This design comes from an exercise in tuning for small area, a short achievable clock period and few clock cycles on the open sky130 flow, not from production work.
Only simulation tests tie the RTL to the original design; equivalence was not proved.
No activity file was given, so power comes from the tool's default toggle rates.

## design/flow/config.mk

```make
export PLATFORM = sky130hd
export DESIGN_NAME = datapath
export DESIGN_NICKNAME = datapath
export VERILOG_FILES = /design/flow/design.v
export SDC_FILE = /design/flow/constraint.sdc
export NUM_CORES = 4
export LEC_CHECK = 0
export CAP_MARGIN = 20
export CORE_MARGIN = 2
export CORE_UTILIZATION = 35
export PLACE_DENSITY = 0.5
export SLEW_MARGIN = 20
```

## design/flow/constraint.sdc

```tcl
create_clock -name core_clock -period 8.0 [get_ports {clk}]
set_input_delay 1.6000 -clock core_clock [delete_from_list [all_inputs] [get_ports {clk}]]
set_output_delay 1.6000 -clock core_clock [all_outputs]
set_load 0.01 [all_outputs]
```

## design/flow/design.v

```verilog
`timescale 1ns / 1ps
module reg_param #(parameter SIZE = 4) (
    input wire clk,
    input wire en,
    input wire rst,
    input wire [SIZE-1:0] din,
    output reg [SIZE-1:0] dout
);
always @(posedge clk) begin
    if (rst)
        dout <= 'b0;
    else if (en)
        dout <= din;
end
endmodule
`timescale 1ns / 1ps
module Decoder(
    input  [16-1:0] Instr_in,
    output [6-1:0] Rm, Rn,
    output [3:0] op,
    output jump_flag,
    output [12-1:0] imm
    );
    localparam [3:0] op_jmp  = 4'b0010; 
    localparam [3:0] op_jne  = 4'b0011; 
    localparam [3:0] op_je   = 4'b0100;    
    assign op = Instr_in[15:12];
    assign Rn = Instr_in[11:06];
    assign Rm = Instr_in[05:00];
    assign imm = Instr_in[11:0];
    assign jump_flag = (op==op_jmp||op==op_je||op==op_jne) ? 1'b1 : 1'b0;
endmodule
`timescale 1ns / 1ps
module Fetch_unit(
    input wire clk, en, rst,
    input wire [16-1:0] PC_in, inst_in,
    input wire [12-1:0] imm_in,
    input wire jump_flag, ctrl_jump, ctrl_ap_start,
    output wire [16-1:0] inst_out, PC_out,
    output wire PC_en
    );
    reg [1:0] stall_cs, stall_ns;
    always @(*) begin
        case (stall_cs)
            2'b00: stall_ns = (jump_flag) ? 2'b01 : 2'b00;
            2'b01: stall_ns = 2'b10;  
            2'b10: stall_ns = 2'b00;  
            default: stall_ns = 2'b00;
        endcase
    end
    always @(posedge clk)
        if (rst)
            stall_cs <= 2'b00;
        else if (en)
            stall_cs <= stall_ns;
    wire ctrl_nop;
    assign ctrl_nop = (!ctrl_ap_start || (|stall_ns) || (|stall_cs));
    assign inst_out = (ctrl_nop) ? 16'b1111_110000_110000 : inst_in;
    assign PC_out = (rst) ? 31 : ((|stall_ns) ? PC_in : ((ctrl_jump) ? {{4{1'b0}}, imm_in} : ((|stall_cs) ? PC_in : PC_in + 1)));
    assign PC_en = (ctrl_ap_start) ? 1'b1 : 1'b0;
endmodule
`timescale 1ns / 1ps
module Register_file(RS1, RS2, disp_RS, WS, WD, WE, RD1, RD2, disp_RD, PC_IN, PC_EN, PC_OUT, RF_OUT, clk, en, rst);
    parameter REGSIZE = 7;  
    input [6-1:0] RS1, RS2, WS, disp_RS;
    input [16-1:0] WD, PC_IN;
    input WE, PC_EN;
    output reg [16-1:0] RD1, RD2, PC_OUT, disp_RD;
    output wire [16*6-1:0] RF_OUT;
    input clk, en, rst;
    reg [16-1:0] reg_file [REGSIZE-1:0];    
    integer i;                                   
    assign RF_OUT = {reg_file[5],reg_file[4],reg_file[3],reg_file[2],reg_file[1],reg_file[0]};
    always @(*)
        begin
            RD1 = (RS1 == WS && WE) ? WD : ((RS1 < REGSIZE) ? reg_file[RS1] : 'b0);  
        end
    always @(*)
        begin
            RD2 = (RS2 == WS && WE) ? WD : ((RS2 < REGSIZE) ? reg_file[RS2] : 'b0);  
        end
    always @(*)
        begin
            PC_OUT = reg_file[6];
        end
    always @(*)
        begin
            disp_RD = (disp_RS < REGSIZE) ? reg_file[disp_RS] : 'b0;
        end
    always @(posedge clk)
    begin
        if (rst) begin
            for (i=0; i<REGSIZE-1; i=i+1) 
                reg_file[i] <= 'b0;  
            reg_file[6] <= 31;
        end
        else if (en)
        begin
            if (WE && WS < 6)
                reg_file[WS] <= WD;  
            if (PC_EN)
                reg_file[6] <= PC_IN;
        end
    end
endmodule
`timescale 1ns / 1ps
module ALU(
    input wire clk, en,
    input wire [3:0] op,
    input wire [16-1:0] din0,  
    input wire [16-1:0] din1,  
    input wire [6-1:0] Rm_in,  
    input wire [16-1:0] mem_in,  
    input wire [12-1:0] imm_in,  
    input wire rst,
    output wire [16-1:0] dout,
    output wire jump, halt
    );
    reg cmp_flag, jump_t, halt_t;
    reg [16-1:0] dout_t;
    localparam [3:0] op_add  = 4'b0101; 
    localparam [3:0] op_sub  = 4'b0110; 
    localparam [3:0] op_inc  = 4'b0001; 
    localparam [3:0] op_xor  = 4'b0111; 
    localparam [3:0] op_cmp  = 4'b1000; 
    localparam [3:0] op_mov0 = 4'b1001;  
    localparam [3:0] op_mov1 = 4'b1010;  
    localparam [3:0] op_mov2 = 4'b1011;  
    localparam [3:0] op_mov3 = 4'b1100;  
    localparam [3:0] op_mov4 = 4'b1101;  
    localparam [3:0] op_sadd = 4'b1110; 
    localparam [3:0] op_jmp  = 4'b0010; 
    localparam [3:0] op_jne  = 4'b0011; 
    localparam [3:0] op_je   = 4'b0100;    
    localparam [3:0] op_nop  = 4'b1111; 
    localparam [3:0] op_halt = 4'b0000; 
    always @(*) begin
        case (op)
            op_add : dout_t = din0+din1;                             
            op_sub : dout_t = din0-din1;                             
            op_inc : dout_t = din0+16'b1;                            
            op_xor : dout_t = din0^din1;                             
            op_cmp : dout_t = 0;                                     
            op_mov0: dout_t = {{(16-6){1'b0}},Rm_in};      
            op_mov1: dout_t = din1;                                  
            op_mov2: dout_t = din1;                                  
            op_mov3: dout_t = mem_in;                                
            op_mov4: dout_t = mem_in;                                
            op_sadd: dout_t = ((|din0[15:6]==0)?{{10{din0[5]}},din0[5:0]}:din0) + ((|din1[15:6]==0)?{{10{din1[5]}},din1[5:0]}:din1);                             
            op_jmp : dout_t = {{(16-12){1'b0}},imm_in};     
            op_jne : dout_t = {{(16-12){1'b0}},imm_in};     
            op_je  : dout_t = {{(16-12){1'b0}},imm_in};     
            op_nop : dout_t = 0;                                     
            op_halt: dout_t = 0;                                     
            default: dout_t = 0;                                     
        endcase
        halt_t = (op == op_halt) ? 1'b1 : 1'b0;
        case (op)
            op_jmp: jump_t = 1'b1;                  
            op_jne: jump_t = !cmp_flag;             
            op_je : jump_t = cmp_flag;              
            default: jump_t = 1'b0;                 
        endcase
    end
    always @(posedge clk) begin
        if (rst)
            cmp_flag <= 1'b0;
        else if (en && op == op_cmp)
            cmp_flag <= (din0 == din1);
    end
    assign dout = dout_t;
    assign jump = jump_t;
    assign halt = halt_t;
endmodule
`timescale 1ns / 1ps
module memory(
    input clk,
    input en,
	input wen,
	input rst,
	input load_Mem,
    input [16-1:0] din,
    input [12-1:0] raddr_i,  
    input [12-1:0] raddr_d,  
    input [12-1:0] waddr,
    output [16-1:0] iout,
    output [16-1:0] dout,
    output [16*12-1:0] MEM_OUT
    );
    reg [16-1:0] mem [0:127];  
    integer i;
    always @(posedge clk) begin
        if (rst) begin
            for (i = 0; i < 128; i=i+1) begin
                mem[i] <= 0;
            end
        end 
        else if (load_Mem) begin
            mem[7'h1E] <= 16'h1E;  
            mem[7'h1F] <= 16'h1F;  
            mem[7'h20] <= 16'h20;  
            mem[7'h22] <= 16'h22;  
            mem[7'h24] <= 16'h24;  
            mem[7'h26] <= 16'h26;  
        end else if (wen && en) begin
            mem[waddr[6:0]] <= din;
        end
    end    
    assign iout = mem[raddr_i[6:0]];
    assign dout = (raddr_d[6:0] == waddr[6:0] && wen) ? din : mem[raddr_d[6:0]];
    assign MEM_OUT = {mem[7'h29],mem[7'h28],mem[7'h27],mem[7'h26],mem[7'h25],mem[7'h24],mem[7'h23],mem[7'h22],mem[7'h21],mem[7'h20],mem[7'h1F],mem[7'h1E]};
endmodule
`timescale 1ns / 1ps
module datapath (
    input wire clk,
    input wire rst,
    input wire load_Mem,
    input wire [16-1:0] user_inst_write,
    input wire [12-1:0] user_inst_addr,
    input wire user_inst_wen,
    input wire ap_start, resume,
    output wire [16*6-1:0] rf_out,
    output wire [16*12-1:0] mem_out,
    output wire ap_start_debug,
    output wire halt
);
    localparam op_add  = 4'b0101; 
    localparam op_sub  = 4'b0110; 
    localparam op_inc  = 4'b0001; 
    localparam op_xor  = 4'b0111; 
    localparam op_cmp  = 4'b1000; 
    localparam op_mov0 = 4'b1001;  
    localparam op_mov1 = 4'b1010;  
    localparam op_mov2 = 4'b1011;  
    localparam op_mov3 = 4'b1100;  
    localparam op_mov4 = 4'b1101;  
    localparam op_sadd = 4'b1110; 
    localparam op_jmp  = 4'b0010; 
    localparam op_jne  = 4'b0011; 
    localparam op_je   = 4'b0100;    
    localparam op_nop  = 4'b1111; 
    localparam op_halt = 4'b0000; 
    reg ap_start_cs, ap_start_ns;
    always @(*) begin
        case (ap_start_cs)
            1'b0: ap_start_ns = (ap_start) ? 1'b1 : 1'b0;
            1'b1: ap_start_ns = (rst) ? 1'b0 : 1'b1;
        endcase
    end
    always @(posedge clk)
        ap_start_cs <= (rst) ? 1'b0 : ap_start_ns;
    assign ap_start_debug = ap_start_cs;
    wire clk_local, halt_flag;
    reg clk_sel;
    assign clk_local = clk;
    reg [1:0] halt_cs, halt_ns;
    always @(*) begin
        case(halt_cs)
            2'b00 : begin  
                halt_ns = (halt_flag && ap_start_cs) ? 2'b01 : 2'b00;
                clk_sel = 1;  
            end
            2'b01 : begin  
                halt_ns = (resume) ? 2'b10 : halt_cs;
                clk_sel = 0;  
            end
            2'b10 : begin  
                clk_sel = 1;
                halt_ns = (halt_flag && ap_start_cs) ? 2'b01 : 2'b00;  
            end
            default : begin  
                clk_sel = 1;
                halt_ns = 0;
            end
        endcase
    end
    always @(posedge clk)
        halt_cs <= (rst) ? 2'b00 : halt_ns;
    assign halt = (halt_cs == 2'b01);
    wire [16-1:0] INST_next, INST_curr, INST_read;
    wire [16-1:0] PC_next, PC_curr;
    wire PC_en;
    wire [6-1:0]  RN_ID, RM_ID;
    wire [6-1:0]  RN_EX, RM_EX;
    wire [6-1:0]  RN_WB, RM_WB;
    wire [3:0] OP_ID;
    wire [3:0] OP_EX;
    wire [3:0] OP_WB;
    wire [16-1:0] RF_D1_ID, RF_D2_ID, MEM_D_ID;
    wire [16-1:0] RF_D1_EX, RF_D2_EX, MEM_D_EX;
    wire [16-1:0] RF_D1_WB;  
    wire [12-1:0] imm_ID, imm_EX;
    wire [16-1:0] RES_EX, RES_WB;
    wire JUMP_EX, JUMP_WB, jump_flag;
    Fetch_unit fetch_0(
        .clk(clk_local),
        .en(clk_sel),
        .rst(rst),
        .PC_in(PC_curr),
        .inst_in(INST_read),
        .imm_in(RES_WB[12-1:0]),
        .jump_flag(jump_flag),  
        .ctrl_jump(JUMP_WB),
        .ctrl_ap_start(ap_start_cs),
        .inst_out(INST_next),
        .PC_out(PC_next),
        .PC_en(PC_en)
    );
    reg_param  #(.SIZE(16)) reg0 (
        .clk(clk_local),
        .en(clk_sel),
        .rst(rst),
        .din(INST_next),
        .dout(INST_curr)
    );
    Decoder decoder_0(
        .Instr_in(INST_curr),
        .Rm(RM_ID),
        .Rn(RN_ID),
        .op(OP_ID),
        .imm(imm_ID),
        .jump_flag(jump_flag)
    );
    wire RF_WE;
    assign RF_WE = (OP_WB != op_cmp) && (OP_WB != op_mov2) && (OP_WB != op_mov4) && (OP_WB != op_jmp) && (OP_WB != op_je) && (OP_WB != op_jne) && (OP_WB != op_nop) && (OP_WB != op_halt);
    Register_file rf_0(
        .clk(clk_local),
        .en(clk_sel),
        .rst(rst),
        .RS1(RN_ID),
        .RS2((OP_ID == op_mov0 || OP_ID == op_nop) ? 6'b0 : RM_ID),  
        .disp_RS(6'b0),  
        .WS(RN_WB),
        .WD(RES_WB),
        .WE(RF_WE),
        .PC_IN(PC_next),
        .PC_EN(PC_en),
        .RD1(RF_D1_ID),
        .RD2(RF_D2_ID),  
        .disp_RD(),
        .RF_OUT(rf_out),
        .PC_OUT(PC_curr)
    );
    wire MEM_WE;
    assign MEM_WE = (OP_WB == op_mov2) || (OP_WB == op_mov4);
    memory mem_0(
        .clk(clk_local),
        .en(clk_sel),
        .rst(rst),
        .load_Mem(load_Mem),
        .raddr_i(PC_curr[12-1:0]),
        .raddr_d(RF_D2_ID[12-1:0]),
        .waddr((ap_start_cs == 1'b0) ? user_inst_addr : RF_D1_WB[12-1:0]),
        .din((ap_start_cs == 1'b0) ? user_inst_write : RES_WB),
        .wen((ap_start_cs == 1'b0) ? user_inst_wen : MEM_WE),
        .iout(INST_read),
        .dout(MEM_D_ID),
        .MEM_OUT(mem_out)
    );
    reg_param #(.SIZE(2*6+4+3*16+12)) reg1 (
        .clk(clk_local),
        .en(clk_sel),
        .rst(rst),
        .din({RN_ID, RM_ID, OP_ID, RF_D1_ID, RF_D2_ID, MEM_D_ID, imm_ID}),
        .dout({RN_EX, RM_EX, OP_EX, RF_D1_EX, RF_D2_EX, MEM_D_EX, imm_EX})
    );
    ALU alu_0(
        .clk(clk_local),
        .en(clk_sel),
        .rst(rst),
        .op(OP_EX),
        .din0((RN_EX==RN_WB && RF_WE) ? RES_WB : RF_D1_EX),  
        .din1((RM_EX==RN_WB && RF_WE) ? RES_WB : RF_D2_EX),  
        .Rm_in(RM_EX),
        .mem_in((RF_D2_EX == RF_D1_WB && MEM_WE) ? RES_WB : MEM_D_EX),  
        .imm_in(imm_EX),
        .dout(RES_EX),
        .jump(JUMP_EX),
        .halt(halt_flag)
    );
    reg_param #(.SIZE(2*6+4+2*16+1)) reg2 (
        .clk(clk_local),
        .en(clk_sel),
        .rst(rst),
        .din({RN_EX, RM_EX, OP_EX, RF_D1_EX, RES_EX, JUMP_EX}),
        .dout({RN_WB, RM_WB, OP_WB, RF_D1_WB, RES_WB, JUMP_WB})
    );
endmodule
```

## design/flow/run.sh

```bash
#!/bin/bash
# synth_recipe.tcl (not shown) runs the flow's synth.tcl, then flattens the netlist and writes it again
# the make line also repeats each setting of config.mk as NAME=value (left out here)
make -C /OpenROAD-flow-scripts/flow DESIGN_CONFIG=/design/flow/config.mk WORK_HOME=/design/flow/orfs CLKGATE_MAP_FILE= SYNTH_SCRIPT=/design/flow/synth_recipe.tcl finish
```

==> run summary <==
status complete, no violations; Chip Height 595 µm; Hold Path Depth 2; number of max-cap violations 0; total of warnings raised by yosys 8; crit-path max FO 62; worst slew pin tran 1.27 ns; PostCTS Resize Cnt 0; sequential fraction of the synthesis area 55.2%; half-perimeter wire length after detailed placement 380000 µm; vias per cell 6.27; vias after detailed routing 97600; Netlist Area Pre-Place 122000 µm²; Min-Delay Path Class flop to flop; number of clock sinks 2308; drt drc 0; data arrival time of the worst path 7.66 ns; relative slew slack 14.7%; Total GRT Usage 31.0%; critical path launch point type flop; top-area cell type share of the netlist area 52.2%; drt initial violations 14200; global placement routability congestion 0.959; die width 595 µm; DR pass1 iterations 6; Total Wirelength 565000 µm; max-slew violation count 0; Unique masters post-synth 89; vias in the first global route 92000; Hold-fix buffers, CTS 0; CTS Buffer Depth 4; Lkg Pwr 46.2 nW; Clock Skews 0.0566 ns; Overflow after GRT 0; clock transition at the registers of the reported paths 0.06 ns; RSZ-0062 raised after global routing false; Area contributors post-synth edfxtp_1, mux4_2, nor2_1; Max IR drop VDD 0.000161 V; final hold viol count 0; Core Region 349000 µm²; Register-to-Register Path Depth 14; Port Buffers 318; Worst Setup End Kind flop; Mean Syn Cell Area 11.4 µm²; share of layout cells above drive strength 1 15.4%; setup bufs post-CTS 0; routed wire length per instance 36.3 µm; worst reg2reg setup slack 1.08 ns; Synth-to-Final Area Change 14.5%; Synth Instances 10700; CP Cell Sequence xnor2_1, a21oi_1, o32ai_2, nand4_1, mux2_8, buf_12, buf_4, mux2i_1, o221ai_1, a21oi_1, nor4b_1, buf_4, nor4_1, a221oi_1; Tmin final 6.92 ns; pin count of the biggest net entering global routing 129; Clock Latency Late Sink 0.93 ns; initial core utilization 35.1%; PD cells 252 nW/µm²; CTS buffer count 277; post-synthesis async set-or-reset flop share 0%; row count 217; Slowest-stage cell, CP mux2_8; first-pass GRT wire length 769000 µm; post-route setup TNS 0 ns; die area 354000 µm²; H-tree levels 5; Max Freq 0.144 GHz; Critical Path RT 8.73 ns; CTS tree yes; Layout fillers 33100; final net count 10800; minimum hold slack 0.469 ns; EDFF count, synth 2128; Top-Level Pins 324; slowest stage delay, CP 1.20 ns; flops & latches, synth 2308; initial antenna violation count 62; final setup fails 0; period utilization 86.6%; ANT nets after route 0; Top FF cell, synth edfxtp_1; Root Buffer clkbuf_16; Setup Crit Path Kind flop to flop; biggest area consumer among synthesized cells edfxtp_1
-- registers in the layout, summed over array words and instances, names as in the netlist, named ones only --
register	count
alu_0.cmp_flag	1
ap_start_cs	1
fetch_0.stall_cs	2
halt_cs	2
mem_0.mem	2048
reg0.dout	16
reg1.dout	64
reg2.dout	43
rf_0.reg_file	128
-- synthesized netlist by cell type (136+ instances only) --
library cell	number
nor4_1	136
dfxtp_1	180
a21oi_1	559
nand3_1	269
mux2i_1	490
buf_1	182
nor2_1	2284
mux4_2	733
nand2_1	1618
nor3_1	140
clkbuf_1	639
edfxtp_1	2128
-- worst paths after layout --
kind                   end          start
max          reg1.dout[23]  reg0.dout[13]
min          reg2.dout[25]  reg2.dout[25]
max reg2reg  reg1.dout[23]  reg0.dout[13]
min reg2reg  reg2.dout[25]  reg2.dout[25]
-- worst max-delay path, delay by kind of cell, from the launching register on --
kind / cells / cell delay, ns
simple gates: 3 / 1.76
flops: 1 / 0.40
buf+inv: 3 / 0.88
mux: 2 / 1.41
xor+xnor: 1 / 0.64
compound gates: 5 / 1.50
-- metal layers --
layer	up-vias	share of wire, %	GRT usage [%]
met2	6855	44	46.6
met4	60	7.0	18.1
met3	1294	12	7.96
li1	39500	-	-
met5	-	0.069	0
met1	49900	37	40.5
-- stage by stage --
| step | worst slack [ns] | area, µm² | cells | total power (W) | utilization (%) |
|---|---|---|---|---|---|
| finish | 1.08 | 140000 | 15600 | 0.0353 | 40.2 |
| global route | 1.03 | 140000 | 15500 | 0.0360 | 40.2 |
| CTS | 1.35 | 140000 | 15500 | 0.0350 | 40.1 |
| detailed placement | 1.38 | 131000 | 15100 | 0.0229 | 37.7 |
| global placement | 1.23 | 131000 | 15000 | 0.0229 | 37.7 |
| floorplan | 2.96 | 122000 | 10700 | 0.0188 | - |
-- cells in the final DEF, fill, tap and decap left out, drive strengths merged, types with 21 or more instances in the layout --
master and instances:
o21ai 122, nand2 1620, o32ai 26, nand2b 33
clkbuf 367, nor3 140, a211oi 48, nor2 2286
ha 46, mux2i 491, clkinv 94, diode 23
xnor2 47, edfxtp 2128, xor2 46, mux2 46
a311oi 24, inv 68, clkdlybuf4s50 317, o221ai 111
dfxtp 180, mux4 733, a31oi 64, nor4 137
a221oi 30, a2111oi 46, a21oi 559, and3 48
buf 430, nand4 29, o22ai 123, nand3 269
o21a 21
-- kinds of logic (layout without fill, tap and decap cells) --
group                    Yosys count  after routing  share of synthesized area (%)
multiplexers                    1270           1270                           17.9
AND/OR/NAND/NOR                 4622           4622                           15.3
adder cells (fa/ha/maj)           50             50                          0.528
other                              1             39                        0.00306
XOR/XNOR                          93             93                          0.672
AO/OA/AOI/OAI                   1293           1293                           6.69
flip-flops                      2308           2308                           55.2
buffers and inverters           1079           1287                           3.71
-- report_power, final --
group,switching (W),total (W),leakage (nW),internal [W]
clock network,0.00534,0.0123,4.14,0.00695
logic,0.00610,0.00892,18.6,0.00281
registers,0.000464,0.0141,23.5,0.0136
total,0.0119,0.0353,46.2,0.0234
-- layout make-up --
cell class	count	area [µm²]	share of cell area, %
antenna	23	57.6	0.0411
clock buffer	367	7580	5.41
clock inverter	117	881	0.629
inverter	56	225	0.161
multi-input combinational	7344	50900	36.3
sequential	2308	67500	48.2
tap	4599	5750	4.11
timing repair buffer	747	7150	5.10
Testbench counts, summed over its fixed seeds: cycles 44,125.

## separate check: timing with driven ports
How much do the figures lean on ideal ports? The routed layout below was timed once more, with nothing changed but the port constraints. Step 1 sets driving cells, clkbuf_16 on the clock port and buf_2 on the other inputs (assumed; they add their load-dependent delay and slew). Step 2 also shifts input and output timing later by t, the mid clock arrival at the registers, as if the neighbouring blocks saw the same clock. Slacks: ideal ports / drivers / drivers and shift; pairs: ideal ports / drivers.
shift t [ns]: 1.019
slack for setup (ns): 1.075 / 1.075 / 1.075
worst setup path after step 2: register to register
latest minus earliest clock arrival (ns): 0.078 / 0.078
worst data-port slew with drivers (ns): 0.17
After both steps this run still meets setup and hold. For this run, drivers alone change the setup slack by 0.000 ns; drivers and shift together by 0.000 ns.
